This design comes from an exercise in tuning for small area and a short achievable clock period on the open sky130 flow, not from production work.
At most, simulation tests tie the RTL to the original design; equivalence was not proved.
Power figures rest on the tool's default switching activity, not on a simulated workload.

the baseline:
// bowling
module bowling(clock, reset, calculate_score, pin_count, roll, score);
Size in the first run: about 690 cells after synthesis, ~110 flip-flops, ~17 I/O pins, about 0.0058 mm^2 of cells after synthesis.
make LEC_CHECK=0 CAP_MARGIN=20 CORE_MARGIN=2 CORE_UTILIZATION=40 CTS_BUF_LIST='sky130_fd_sc_hd__clkbuf_4 sky130_fd_sc_hd__clkbuf_8' SETUP_SLACK_MARGIN=2.4 SLEW_MARGIN=20 finish   # period 5.0 ns
run.sh (not shown) runs the stock make flow with config.mk's settings and CLKGATE_MAP_FILE= SYNTH_SCRIPT=/design/flow/synth_recipe.tcl, a recipe that flattens the netlist after the stock synthesis.
The baseline completed; timing, DRC and antenna clean
What the candidate does differently from the baseline at the input level:
Settings: swapping 2.4 for 2.7 in SETUP_SLACK_MARGIN.
--- outcome ---
Compared with the baseline, the candidate shows met3 wirelength from detailed routing that has gone up by more than a quarter.
Delay of the slowest cell on the worst path on the candidate is down relative to the baseline.
The candidate vs the baseline: wire length per cell after detailed routing up
Shortest clock period the worst path allows after layout is higher on the baseline
In terms of final worst hold slack, the candidate and the baseline differ only marginally.
Status: share of total power consumed by net switching parity (the candidate, the baseline)
No run of this note included a check of the RTL's function; only the layout flow was run.


== try-raven ==
The RTL this note starts from:
==> flow/design.v <==
module bowling(clock, reset, calculate_score, pin_count, roll, score);
input clock;
input reset;
input calculate_score;
input [3:0] pin_count;
input roll;
output [8:0] score;
reg [8:0] score;
reg [3:0] e [0:10];
reg [3:0] o [0:10];
reg [4:0] diff;           
reg ph;                   
reg [4:0] s01;            
reg st;                   
reg bon;                  
wire [3:0] a = ph ? o[0] : e[0];
wire [3:0] b = ph ? e[0] : o[0];
wire [3:0] c = ph ? o[1] : e[1];
wire [3:0] d = ph ? e[1] : o[1];
wire [8:0] score_next = score + s01 + (bon ? c : 4'd0);
wire calc = calculate_score && !roll;
wire shift_e = calc && !(ph && st);
wire shift_o = calc && !(!ph && st);
wire wr_o = roll && (ph ^ diff[0]);
wire wr_e = roll && !(ph ^ diff[0]);
wire head = (diff[4:1] == 4'd0);
wire [4:0] s01_r = pin_count + (diff[0] ? a : b);
wire st_r = diff[0] ? st : (pin_count == 4'd10);
wire bon_r = st_r || (s01_r == 5'd10);
wire [3:0] a_c = st ? b : c;
wire [4:0] s01_c = c + (st ? b : d);
wire st_c = (a_c == 4'd10);
wire bon_c = st_c || (s01_c == 5'd10);
wire [4:0] diff_r = diff + 5'd1;
wire [4:0] diff_c = st ? diff - 5'd1 : diff - 5'd2;
integer i;
reg we, wo;
always @(posedge clock) begin
   for (i = 0; i < 11; i = i + 1) begin
      we = wr_e && (diff[4:1] == i);
      wo = wr_o && (diff[4:1] == i);
      e[i] <= ({4{we}} & pin_count)
            | ({4{shift_e}} & ((i < 10) ? e[i+1] : 4'd0))
            | ({4{!we && !shift_e}} & e[i]);
      o[i] <= ({4{wo}} & pin_count)
            | ({4{shift_o}} & ((i < 10) ? o[i+1] : 4'd0))
            | ({4{!wo && !shift_o}} & o[i]);
   end
end
wire up_r = roll && head;
wire up_c = calc;
always @(posedge clock) begin
   s01 <= ({5{up_r}} & s01_r) | ({5{up_c}} & s01_c) | ({5{!up_r && !up_c}} & s01);
   st <= (up_r & st_r) | (up_c & st_c) | (!up_r && !up_c && st);
   bon <= (up_r & bon_r) | (up_c & bon_c) | (!up_r && !up_c && bon);
end
always @(posedge clock) begin
   if (reset) begin
      score <= 0;
      diff <= 0;
      ph <= 0;
   end
   else if (roll)
      diff <= diff_r;
   else if (calculate_score) begin
      score <= score_next;
      diff <= diff_c;
      ph <= ph ^ st;
   end
end
endmodule
clock: 5.0 ns
lec_check: 0
cap_margin: 20
core_margin: 2
core_utilization: 60
cts_buf_list: sky130_fd_sc_hd__clkbuf_4 sky130_fd_sc_hd__clkbuf_8
setup_slack_margin: 2.5
slew_margin: 20
The following lists how try-tundra was set up differently from try-raven:
- a change of SETUP_SLACK_MARGIN from 2.5 to 2.4
- a deleted CTS_BUF_LIST that had been sky130_fd_sc_hd__clkbuf_4 sky130_fd_sc_hd__clkbuf_8
- a change of CORE_UTILIZATION from 60 to 40
==> flow/flow/run.sh (new file) <==
#!/bin/bash
# The standard layout (standard.sh) with two changes: each port is buffered
# by buf_2 rather than the cell buffer_ports picks by default, and clock tree
# synthesis inserts no dummy loads. ORFS keeps each step's log under
# orfs/logs; make's own output goes to make.log.
set -euo pipefail
export BUFFER_PORTS_ARGS="-buffer_cell sky130_fd_sc_hd__buf_2"
export CTS_ARGS="-sink_clustering_enable -repair_clock_nets -buf_list {sky130_fd_sc_hd__clkbuf_4 sky130_fd_sc_hd__clkbuf_8} -dont_use_dummy_load"
bash standard.sh > make.log 2>&1
==> flow/standard.sh (new file) <==
#!/bin/bash
# synth_recipe.tcl (not shown) runs the flow's synth.tcl, then flattens the netlist and writes it again
# the make line also repeats each setting of config.mk as NAME=value (left out here)
make -C /OpenROAD-flow-scripts/flow DESIGN_CONFIG=/design/flow/config.mk WORK_HOME=/design/flow/orfs CLKGATE_MAP_FILE= SYNTH_SCRIPT=/design/flow/synth_recipe.tcl "${@:-finish}"
removed: flow/run.sh
## What came out
Diff try-raven -> try-tundra | detailed placement HPWL | up slightly. try-tundra vs. try-raven: number of buffers inserted during clock tree synthesis flat, total power down 0.18 mW, actual slew at the worst max-slew pin down 0.035 ns, die extent in x up 22%. Delta (try-tundra minus try-raven): overall via count from detail_route lost 3.0%; critical path depth neither gained nor lost much.
The inputs of try-violet differ from those of try-tundra as listed below.
- putting CTS_BUF_LIST at sky130_fd_sc_hd__clkbuf_4 sky130_fd_sc_hd__clkbuf_8 where nothing was set
- swapping 2.4 for 2.3 in SETUP_SLACK_MARGIN
==> flow/run.sh (new file) <==
#!/bin/bash
# synth_recipe.tcl (not shown) runs the flow's synth.tcl, then flattens the netlist and writes it again
# the make line also repeats each setting of config.mk as NAME=value (left out here)
make -C /OpenROAD-flow-scripts/flow DESIGN_CONFIG=/design/flow/config.mk WORK_HOME=/design/flow/orfs CLKGATE_MAP_FILE= SYNTH_SCRIPT=/design/flow/synth_recipe.tcl finish
removed: flow/flow/run.sh
removed: flow/standard.sh
[summary]
try-violet against try-tundra: source-to-sink clock delay at the later pin of the worst-skew pair closely matched the old numbers; number of buffers added on ports now sits at about the same level; met3 wire length went down by 35%; part of the power in the clock network rose 4.2 points.
What try-maple does differently from try-violet at the input level:
- a change of SETUP_SLACK_MARGIN from 2.3 to 2.4
==> flow/flow/run.sh (new file) <==
#!/bin/bash
# The standard layout, with each port buffered by buf_2 instead of the
# cell buffer_ports picks by default. ORFS keeps each step's log under
# orfs/logs; make's own output goes to make.log.
set -euo pipefail
export BUFFER_PORTS_ARGS="-buffer_cell sky130_fd_sc_hd__buf_2"
bash standard.sh > make.log 2>&1
==> flow/standard.sh (new file) <==
#!/bin/bash
# synth_recipe.tcl (not shown) runs the flow's synth.tcl, then flattens the netlist and writes it again
# the make line also repeats each setting of config.mk as NAME=value (left out here)
make -C /OpenROAD-flow-scripts/flow DESIGN_CONFIG=/design/flow/config.mk WORK_HOME=/design/flow/orfs CLKGATE_MAP_FILE= SYNTH_SCRIPT=/design/flow/synth_recipe.tcl "${@:-finish}"
removed: flow/run.sh
Notes after the runs:
Delta (try-maple minus try-violet): achievable frequency increased by 13 MHz relative to the old numbers, routing usage on met3 fell by 0.48 points, hold slack about even, relative area of non-clock buffer cells in the final design moved down.
Changes in try-garnet relative to try-maple:
- clearing CTS_BUF_LIST, which used to be sky130_fd_sc_hd__clkbuf_4 sky130_fd_sc_hd__clkbuf_8
- swapping 2.4 for 2.6 in SETUP_SLACK_MARGIN
==> flow/flow/run.sh <==
#!/bin/bash
# The standard layout (standard.sh) with two changes: each port is buffered
# by buf_2 rather than the cell buffer_ports picks by default, and clock tree
# synthesis inserts no dummy loads. ORFS keeps each step's log under
# orfs/logs; make's own output goes to make.log.
set -euo pipefail
export BUFFER_PORTS_ARGS="-buffer_cell sky130_fd_sc_hd__buf_2"
export CTS_ARGS="-sink_clustering_enable -repair_clock_nets -buf_list {sky130_fd_sc_hd__clkbuf_4 sky130_fd_sc_hd__clkbuf_8} -dont_use_dummy_load"
bash standard.sh > make.log 2>&1
Findings:
- The lower wire length of the first global-routing pass of try-garnet and try-maple is in try-maple.
- Delta (try-garnet minus try-maple): first-iteration DRC count grew by about 18%; total power draw shrank by about 5%; worst setup slack shrank by 0.022 ns.
#### Input delta (try-sierra over try-garnet)
- SETUP_SLACK_MARGIN: 2.6 -> 2.5
==> flow/run.sh (new file) <==
#!/bin/bash
# synth_recipe.tcl (not shown) runs the flow's synth.tcl, then flattens the netlist and writes it again
# the make line also repeats each setting of config.mk as NAME=value (left out here)
make -C /OpenROAD-flow-scripts/flow DESIGN_CONFIG=/design/flow/config.mk WORK_HOME=/design/flow/orfs CLKGATE_MAP_FILE= SYNTH_SCRIPT=/design/flow/synth_recipe.tcl finish
removed: flow/flow/run.sh
removed: flow/standard.sh
==> comparison <==
- try-sierra completed every stage of the flow, and the final layout passed the timing, design-rule and antenna checks.
- Against try-garnet, try-sierra reports a number of instances resized during post-cts repair that is higher.
- Diff try-garnet -> try-sierra: peak clock frequency supported by timing shows a reduction of 1.2%, source-to-sink clock delay at the later pin of the worst-skew pair went down 0.02 ns.
- Summary of try-sierra over try-garnet: register fraction of the total cell area fell 2.3 points, overall die height about even, wire length rose 1.7%, overall power rose 0.32 mW, utilization after layout rose 2.9 points.


v17:
Starts from the design.v that is shown in full above.
clock: 5.0 ns
lec_check: 0
cap_margin: 20
core_margin: 2
core_utilization: 40
cts_buf_list: sky130_fd_sc_hd__clkbuf_8
cts_cluster_diameter: 80
cts_cluster_size: 30
setup_slack_margin: 2.5
slew_margin: 20
Stock flow here: none of the scripts above is used.
diff inputs: v17 => v7
-- flow/config.mk --
<<< v17, line 11
export CTS_BUF_LIST = sky130_fd_sc_hd__clkbuf_8
export CTS_CLUSTER_DIAMETER = 80
export CTS_CLUSTER_SIZE = 30
>>> v7, line 11
export CTS_BUF_LIST = sky130_fd_sc_hd__clkbuf_4 sky130_fd_sc_hd__clkbuf_8
==> comparison <==
As far as worst setup slack before clock tree synthesis goes, v7 and v17 are indistinguishable; the numbers are identical.
There was hardly any difference in design area between v17 and v7.
Compared with v17, v7 shows a combinational share of power that is 0.2 points lower.


Another version of the RTL of bowling (not shown whole).
For scale: ~560 cells after synthesis, ~110 flip-flops, about 17 I/O pins.
export LEC_CHECK = 0
export CAP_MARGIN = 20
export CORE_MARGIN = 2
export CORE_UTILIZATION = 60
export SETUP_SLACK_MARGIN = 2.4
export SLEW_MARGIN = 20
create_clock -name core_clock -period 5.0 [get_ports {clock}]
standard.sh (not shown) runs the stock make flow with config.mk's settings and CLKGATE_MAP_FILE= SYNTH_SCRIPT=/design/flow/synth_recipe.tcl, a recipe that flattens the netlist after the stock synthesis.
==> flow/flow/run.sh <==
#!/bin/bash
# The standard layout (standard.sh) with two changes: each port is buffered
# by buf_2 rather than the cell buffer_ports picks by default, and clock tree
# synthesis inserts no dummy loads. ORFS keeps each step's log under
# orfs/logs; make's own output goes to make.log.
set -euo pipefail
export BUFFER_PORTS_ARGS="-buffer_cell sky130_fd_sc_hd__buf_2"
export CTS_ARGS="-sink_clustering_enable -repair_clock_nets -buf_list {sky130_fd_sc_hd__clkbuf_4 sky130_fd_sc_hd__clkbuf_8} -dont_use_dummy_load"
bash standard.sh > make.log 2>&1
Then changed:
- CORE_UTILIZATION: 60 -> 40
- SETUP_SLACK_MARGIN: 2.4 -> 2.2
After rerunning: Via count drops by 2.3%. Sequential power hardly moves. Final cell count went up by 8.2%. Non-clock buffer count decreases by 12. Setup slack is worse by 0.035 ns. Power is lower by 3.3%. Combinational power fell by 12%. Critical path depth decreases by 1. Clock skew shrinks by 0.013 ns. Core utilization drops by 23 points. Sequential cell count is unchanged.
Then changed:
- PLACE_DENSITY: default -> 0.8
- SETUP_SLACK_MARGIN: 2.2 -> 2.4
=> Register-to-register slack improved by 0.07 ns. Routed wire length rose by 2.4%. Cell area came out higher by 2.0%. Worst setup slack improves by 0.074 ns. Core utilization went up by 0.87 points. Final cell count came out higher by 0.94%. Power came out higher by 2.8%. Clock-buffer cell count is unchanged.
Then changed:
- PLACE_DENSITY: 0.8 -> default
What happened: Via count fell by 2.4%. Core utilization rose by 0.33 points. Power stays flat. Clock skew rose by 0.017 ns. Setup slack improves by 0.024 ns. Wire length rose by 3.9%. Worst hold slack is about the same. Sequential power barely changes. Critical path depth fell by 2. Clock power rose by about 0.9%. Final cell count rose by 0.67%.
Then changed:
- TNS_END_PERCENT: default -> 0
The changed run finished clean.
Die area is unchanged.
Wire length goes down by 3.5%.
Sequential power stays flat.
Worst setup slack gets worse by 0.035 ns.
First-iteration DRC count fell by 20%.
Clock-buffer cell count stays the same.
Cell area goes down by 0.80%.
Sequential share of layout area increases by 0.29 points.


## run 1
Another version of the RTL of bowling (not shown whole).
Size in the first run: roughly 580 cells after synthesis, about 110 flip-flops, ~17 I/O pins, roughly 5800 µm² of cells after synthesis.
make LEC_CHECK=0 CAP_MARGIN=20 CORE_MARGIN=2 CORE_UTILIZATION=40 CTS_BUF_LIST='sky130_fd_sc_hd__clkbuf_4 sky130_fd_sc_hd__clkbuf_8' SETUP_SLACK_MARGIN=2.9 SLEW_MARGIN=20 finish   # period 5.0 ns
run.sh (not shown) runs the stock make flow with config.mk's settings and CLKGATE_MAP_FILE= SYNTH_SCRIPT=/design/flow/synth_recipe.tcl, a recipe that flattens the netlist after the stock synthesis.
Stock flow here: none of the scripts above is used.
#### Input delta (run 2 over run 1)
diff --git a/flow/config.mk b/flow/config.mk
--- a/flow/config.mk
+++ b/flow/config.mk
@@ -12 +12 @@
-export SETUP_SLACK_MARGIN = 2.9
+export SETUP_SLACK_MARGIN = 2.5
### Flow results
Run 1 finished all stages; the layout is clean.
Run 2 has completed all stages; timing, DRC and antenna checks passed.
Side by side, area growth from synthesis to layout turned out lower in run 2 than in run 1.
Utilization after layout (lower): run 2
Run 2: reported leakage power 0.037 nW below run 1
Side by side, fill cell total of the finished layout turned out higher in run 2 than in run 1.
Final area: run 2 < run 1
Mean instance size in the synthesized netlist: run 1 vs run 2, no meaningful difference
Run 2 has post-route worst setup slack below what run 1 had.
### run 2 -> run 3
==> flow/flow/run.sh (new file) <==
#!/bin/bash
# The standard layout, with each port buffered by buf_2 instead of the
# cell buffer_ports picks by default. ORFS keeps each step's log under
# orfs/logs; make's own output goes to make.log.
set -euo pipefail
export BUFFER_PORTS_ARGS="-buffer_cell sky130_fd_sc_hd__buf_2"
bash standard.sh > make.log 2>&1
==> flow/standard.sh (new file) <==
#!/bin/bash
# synth_recipe.tcl (not shown) runs the flow's synth.tcl, then flattens the netlist and writes it again
# the make line also repeats each setting of config.mk as NAME=value (left out here)
make -C /OpenROAD-flow-scripts/flow DESIGN_CONFIG=/design/flow/config.mk WORK_HOME=/design/flow/orfs CLKGATE_MAP_FILE= SYNTH_SCRIPT=/design/flow/synth_recipe.tcl "${@:-finish}"
diff --git a/flow/config.mk b/flow/config.mk
--- a/flow/config.mk
+++ b/flow/config.mk
@@ -12 +12 @@
-export SETUP_SLACK_MARGIN = 2.5
+export SETUP_SLACK_MARGIN = 2.4
removed: flow/run.sh
[summary]
[compare] base=run 2 new=run 3: maximum frequency has decreased, routed length per placed instance has decreased, pin count of the biggest net entering global routing has decreased, HPWL reported at the end of detailed placement has increased.
Diff run 2 -> run 3 | sequential share of layout area | increase of 1.7 points
Summary — power density normalized to cell area, run 3 relative to run 2: higher, by 2.9%.
No functional check of the RTL was part of any run of this note.


bowling, a different RTL version from the one above (not shown whole).
Size in the first run: roughly 540 cells after synthesis, about 17 I/O pins, ~5400 um^2 of cells after synthesis.
==> flow/config.mk <==
export PLATFORM = sky130hd
export DESIGN_NAME = bowling
export DESIGN_NICKNAME = bowling
export VERILOG_FILES = /design/flow/design.v
export SDC_FILE = /design/flow/constraint.sdc
export NUM_CORES = 4
export LEC_CHECK = 0
export CAP_MARGIN = 20
export CORE_MARGIN = 2
export CORE_UTILIZATION = 40
export SETUP_SLACK_MARGIN = 2.5
export SLEW_MARGIN = 20
==> flow/constraint.sdc <==
create_clock -name core_clock -period 5.0 [get_ports {clock}]
set_input_delay 1.0000 -clock core_clock [delete_from_list [all_inputs] [get_ports {clock}]]
set_output_delay 1.0000 -clock core_clock [all_outputs]
set_load 0.01 [all_outputs]
standard.sh (not shown) runs the stock make flow with config.mk's settings and CLKGATE_MAP_FILE= SYNTH_SCRIPT=/design/flow/synth_recipe.tcl, a recipe that flattens the netlist after the stock synthesis.
==> flow/flow/run.sh <==
#!/bin/bash
# The standard layout (standard.sh) with two changes: each port is buffered
# by buf_2 rather than the cell buffer_ports picks by default, and clock tree
# synthesis inserts no dummy loads. ORFS keeps each step's log under
# orfs/logs; make's own output goes to make.log.
set -euo pipefail
export BUFFER_PORTS_ARGS="-buffer_cell sky130_fd_sc_hd__buf_2"
export CTS_ARGS="-sink_clustering_enable -repair_clock_nets -buf_list {sky130_fd_sc_hd__clkbuf_4 sky130_fd_sc_hd__clkbuf_8} -dont_use_dummy_load"
bash standard.sh > make.log 2>&1
Then changed:
- SETUP_SLACK_MARGIN: 2.5 -> 2.4
Wire length falls by a few percent.
Hold slack is about the same.
Cell count drops slightly.
Utilization fell by 0.97 points.
Non-clock buffer count decreases by 7.
Register-to-register slack hardly moves.
Die area does not change.
Then changed:
- SETUP_SLACK_MARGIN: 2.4 -> 2.45
=>
- global-route usage hardly moves
- flip-flop and latch count does not change
- synthesized area stays the same
- core utilization rose by 0.17 points

## separate check: timing with driven ports
How much do the figures lean on ideal ports? The routed layouts below were timed once more, with nothing changed but the port constraints. Step 1 (the two cells are an assumption about what drives the block):
set clk [get_ports {clock}]
set_driving_cell -lib_cell sky130_fd_sc_hd__clkbuf_16 $clk
set_driving_cell -lib_cell sky130_fd_sc_hd__buf_2 [delete_from_list [all_inputs] $clk]
Step 2, shift: input delay + t, output delay - t, t = (earliest + latest rising clock arrival at the registers) / 2. This alone moves slack from input paths to output paths. Slacks: ideal ports / drivers / drivers and shift; pairs: ideal ports / drivers.
| run | shift t [ns] | setup slack, ns | worst register clock-pin slew, ns |
|---|---|---|---|
| the baseline | 0.470 | 2.462 / 2.469 / 1.999 | 0.08 / 0.08 |
| the candidate | 0.476 | 2.547 / 2.547 / 2.328 | 0.08 / 0.08 |
| try-raven | 0.421 | 2.290 / 2.290 / 2.112 | 0.11 / 0.11 |
| try-tundra | 0.411 | 2.313 / 2.313 / 2.078 | 0.11 / 0.11 |
| try-violet | 0.427 | 2.225 / 2.225 / 1.980 | 0.12 / 0.12 |
| try-maple | 0.419 | 2.323 / 2.323 / 2.078 | 0.11 / 0.11 |
| try-garnet | 0.408 | 2.301 / 2.301 / 2.111 | 0.10 / 0.10 |
| try-sierra | 0.390 | 2.268 / 2.268 / 2.078 | 0.07 / 0.07 |
| v17 | 0.419 | 2.269 / 2.269 / 2.065 | 0.10 / 0.10 |
| v7 | 0.420 | 2.270 / 2.270 / 2.066 | 0.10 / 0.10 |
| the first run of note 4 | 0.395 | 2.352 / 2.366 / 1.970 | 0.11 / 0.11 |
| the second run of note 4 | 0.403 | 2.317 / 2.325 / 1.928 | 0.10 / 0.10 |
| the third run of note 4 | 0.392 | 2.391 / 2.391 / 2.176 | 0.10 / 0.10 |
| the fourth run of note 4 | 0.411 | 2.414 / 2.414 / 2.135 | 0.11 / 0.11 |
| the fifth run of note 4 | 0.400 | 2.379 / 2.389 / 1.989 | 0.10 / 0.10 |
| run 1 | 0.475 | 2.458 / 2.458 / 2.196 | 0.07 / 0.07 |
| run 2 | 0.478 | 2.423 / 2.423 / 2.072 | 0.07 / 0.07 |
| run 3 | 0.485 | 2.342 / 2.342 / 1.893 | 0.07 / 0.07 |
| the first run of note 6 | 0.414 | 2.392 / 2.392 / 2.149 | 0.10 / 0.10 |
| the second run of note 6 | 0.409 | 2.404 / 2.404 / 2.111 | 0.10 / 0.10 |
| the third run of note 6 | 0.407 | 2.407 / 2.407 / 2.126 | 0.10 / 0.10 |
After both steps every run listed still meets setup and hold. For the baseline, which loses most, drivers alone change the setup slack by +0.007 ns; drivers and shift together by -0.463 ns.
